What follows belongs to an exercise in optimizing a design on an open flow for small area; a production flow would make more cautious choices. Function was checked by simulation only, so behaviour that the tests miss may differ from the original. Power is estimated from default activity; no workload was simulated.

==> flow/design.v <==
module I2C_Sistema(input         Clk, Reset,
                   input         START_STB, RNW,
                   input  [6:0]  I2C_ADDR_Gen,
                   input  [15:0] WR_DATA_Gen,
                   input  [6:0]  I2C_ADDR_Rec,
                   input  [15:0] RD_DATA_Rec,
                   output reg [15:0] RD_DATA_Gen,
                   output reg [15:0] WR_DATA_Rec,
                   output        SCL,
                   output reg    SDA_OUT, SDA_OE, SDA_IN);
    localparam [2:0] G_IDLE = 3'd0, G_INI = 3'd1, G_ANL = 3'd2, G_LEC = 3'd3,
                     G_ANE  = 3'd4, G_ESC = 3'd5, G_PAR = 3'd6;
    localparam [2:0] R_IDLE = 3'd0, R_INI = 3'd1, R_ANL = 3'd2, R_LEC = 3'd3,
                     R_ANE  = 3'd4, R_ESC = 3'd5, R_PAR = 3'd6;
    reg [2:0] gst, rst;
    reg [1:0] c;           
    reg [4:0] gb, rb;      
    assign SCL = c[1];
    wire pos = c[1] & ~c[0];     
    wire neg = ~c[1] & ~c[0];    
    wire [7:0] addr_v = {I2C_ADDR_Gen, RNW};
    always @(posedge Clk, negedge Reset)
        if (~Reset) begin
            gst <= G_IDLE; c <= 2'b11; SDA_OUT <= 1'b1; SDA_OE <= 1'b1;
            gb <= 5'd0; RD_DATA_Gen <= 16'd0;
        end else begin
            c <= (gst == G_IDLE) ? 2'b11 : c + 2'd1;
            case (gst)
                G_IDLE: if (START_STB) begin SDA_OUT <= 1'b0; gst <= G_INI; end
                G_INI: if (neg) begin
                    if (gb[3]) begin
                        SDA_OE <= 1'b0; SDA_OUT <= 1'b1; gb <= 5'd0;
                        gst <= RNW ? G_ANL : G_ANE;
                    end else begin
                        gb <= gb + 5'd1;
                        SDA_OUT <= addr_v[~gb[2:0]];
                    end
                end
                G_ANL: begin
                    if (pos) begin
                        if (SDA_OE) gst <= gb[3] ? G_LEC : G_PAR;
                        else if (~gb[3] & ~gb[4]) gst <= SDA_IN ? G_PAR : G_LEC;
                    end
                    if (neg) begin
                        if (gb[3]) begin SDA_OUT <= 1'b0; SDA_OE <= 1'b1; end
                        if (gb[4]) begin SDA_OUT <= 1'b1; SDA_OE <= 1'b1; end
                    end
                end
                G_LEC: begin
                    if (neg) begin SDA_OUT <= 1'b1; SDA_OE <= 1'b0; end
                    if (pos) begin
                        if (gb[2:0] == 3'd7) gst <= G_ANL;
                        gb <= gb + 5'd1;
                        RD_DATA_Gen <= {RD_DATA_Gen[14:0], SDA_IN};
                    end
                end
                G_ANE: begin
                    if (pos) gst <= SDA_IN ? G_PAR : G_ESC;
                    if (neg) SDA_OE <= 1'b0;
                end
                G_ESC: begin
                    if (pos & (gb == 5'd8 || gb == 5'd16)) gst <= G_ANE;
                    if (neg) begin
                        SDA_OE <= 1'b1; gb <= gb + 5'd1;
                        SDA_OUT <= WR_DATA_Gen[~gb[3:0]];
                    end
                end
                default: begin  
                    if (neg) begin SDA_OUT <= 1'b0; SDA_OE <= 1'b1; end
                    if (pos) begin gb <= 5'd0; SDA_OUT <= 1'b1; gst <= G_IDLE; end
                end
            endcase
        end
    wire start_seen = (gst == G_INI) & (gb == 5'd0) & c[1];
    wire stop_seen  = (gst == G_IDLE);
    always @(posedge Clk, negedge Reset)
        if (~Reset) begin
            rst <= R_IDLE; rb <= 5'd0; SDA_IN <= 1'b1; WR_DATA_Rec <= 16'd0;
        end else begin
            case (rst)
                R_IDLE: if (start_seen) rst <= R_INI;
                R_INI: if (pos) begin
                    if (rb[2:0] == 3'd7) begin
                        rb <= 5'd0; rst <= SDA_OUT ? R_ANL : R_ANE;
                    end else begin
                        rb <= rb + 5'd1;
                        if (I2C_ADDR_Rec[3'd6 - rb[2:0]] != SDA_OUT) rst <= R_PAR;
                    end
                end
                R_ANL: if (neg) begin
                    if (rb == 5'd0) begin SDA_IN <= 1'b0; rst <= R_LEC; end
                    else rst <= SDA_OUT ? R_PAR : R_LEC;
                end
                R_LEC: if (neg) begin
                    rb <= rb + 5'd1;
                    SDA_IN <= RD_DATA_Rec[~rb[3:0]];
                    if (rb == 5'd8 || rb == 5'd15) rst <= R_ANL;
                end
                R_ANE: begin
                    if (pos) rst <= rb[4] ? R_PAR : R_ESC;
                    if (neg) SDA_IN <= rb[4];
                end
                R_ESC: begin
                    if (neg) SDA_IN <= 1'b1;
                    if (pos) begin
                        if (rb[2:0] == 3'd7) rst <= R_ANE;
                        rb <= rb + 5'd1;
                        WR_DATA_Rec <= {WR_DATA_Rec[14:0], SDA_OUT};
                    end
                end
                default: begin  
                    if (neg) SDA_IN <= 1'b1;
                    if (stop_seen) begin rst <= R_IDLE; rb <= 5'd0; end
                end
            endcase
        end
endmodule
export LEC_CHECK = 0
export CAP_MARGIN = 20
export CORE_MARGIN = 2
export CORE_UTILIZATION = 40
export SLEW_MARGIN = 20
create_clock -name core_clock -period 5.0 [get_ports {Clk}]
standard.sh (not shown) runs the stock make flow with config.mk's settings and CLKGATE_MAP_FILE= SYNTH_SCRIPT=/design/flow/synth_recipe.tcl, a recipe that flattens the netlist after the stock synthesis.
==> flow/flow/run.sh <==
#!/bin/bash
set -euo pipefail
export BUFFER_PORTS_ARGS="-buffer_cell sky130_fd_sc_hd__buf_1"
export CTS_ARGS="-sink_clustering_enable -repair_clock_nets -dont_use_dummy_load"
bash standard.sh > standard_flow.log 2>&1
The starting point finished with timing, DRC and antenna clean.
Change:
==> flow/run.sh (new file) <==
#!/bin/bash
# synth_recipe.tcl (not shown) runs the flow's synth.tcl, then flattens the netlist and writes it again
# the make line also repeats each setting of config.mk as NAME=value (left out here)
make -C /OpenROAD-flow-scripts/flow DESIGN_CONFIG=/design/flow/config.mk WORK_HOME=/design/flow/orfs CLKGATE_MAP_FILE= SYNTH_SCRIPT=/design/flow/synth_recipe.tcl finish
removed: flow/flow/run.sh
removed: flow/standard.sh
First-iteration DRC count rose by 20%.
Clock power rose by about 10%.
Design area rose by 15%.
Final cell count rose by 0.64%.
Global-route usage fell by 0.15 points.
Die area stays the same.

afterwards: timing with drivers on the ports:
How much do the figures lean on ideal ports? The routed layouts below were timed once more, with nothing changed but the port constraints. Step 1 sets driving cells, clkbuf_16 on the clock port and buf_2 on the other inputs (assumed; they add their load-dependent delay and slew). Step 2 moves the port delays by t, midway between the first and last clock arrival at a register: inputs arrive t later, outputs are due t later. That takes back most of the time a late clock gives input paths. Three values: no drivers, after step 1, after step 2; two values: the first two.
run	shift t [ns]	setup slack, ns	worst setup path at the end	worst register clock-pin slew, ns
the first run	0.322	2.450 / 2.450 / 2.450	register to register	0.09 / 0.09
the second run	0.330	2.448 / 2.416 / 2.246	input to register	0.11 / 0.11
After both steps every run listed still meets setup and hold. The setup slack of the second run, which loses most, moves by -0.032 ns with the drivers and by -0.202 ns with both steps.
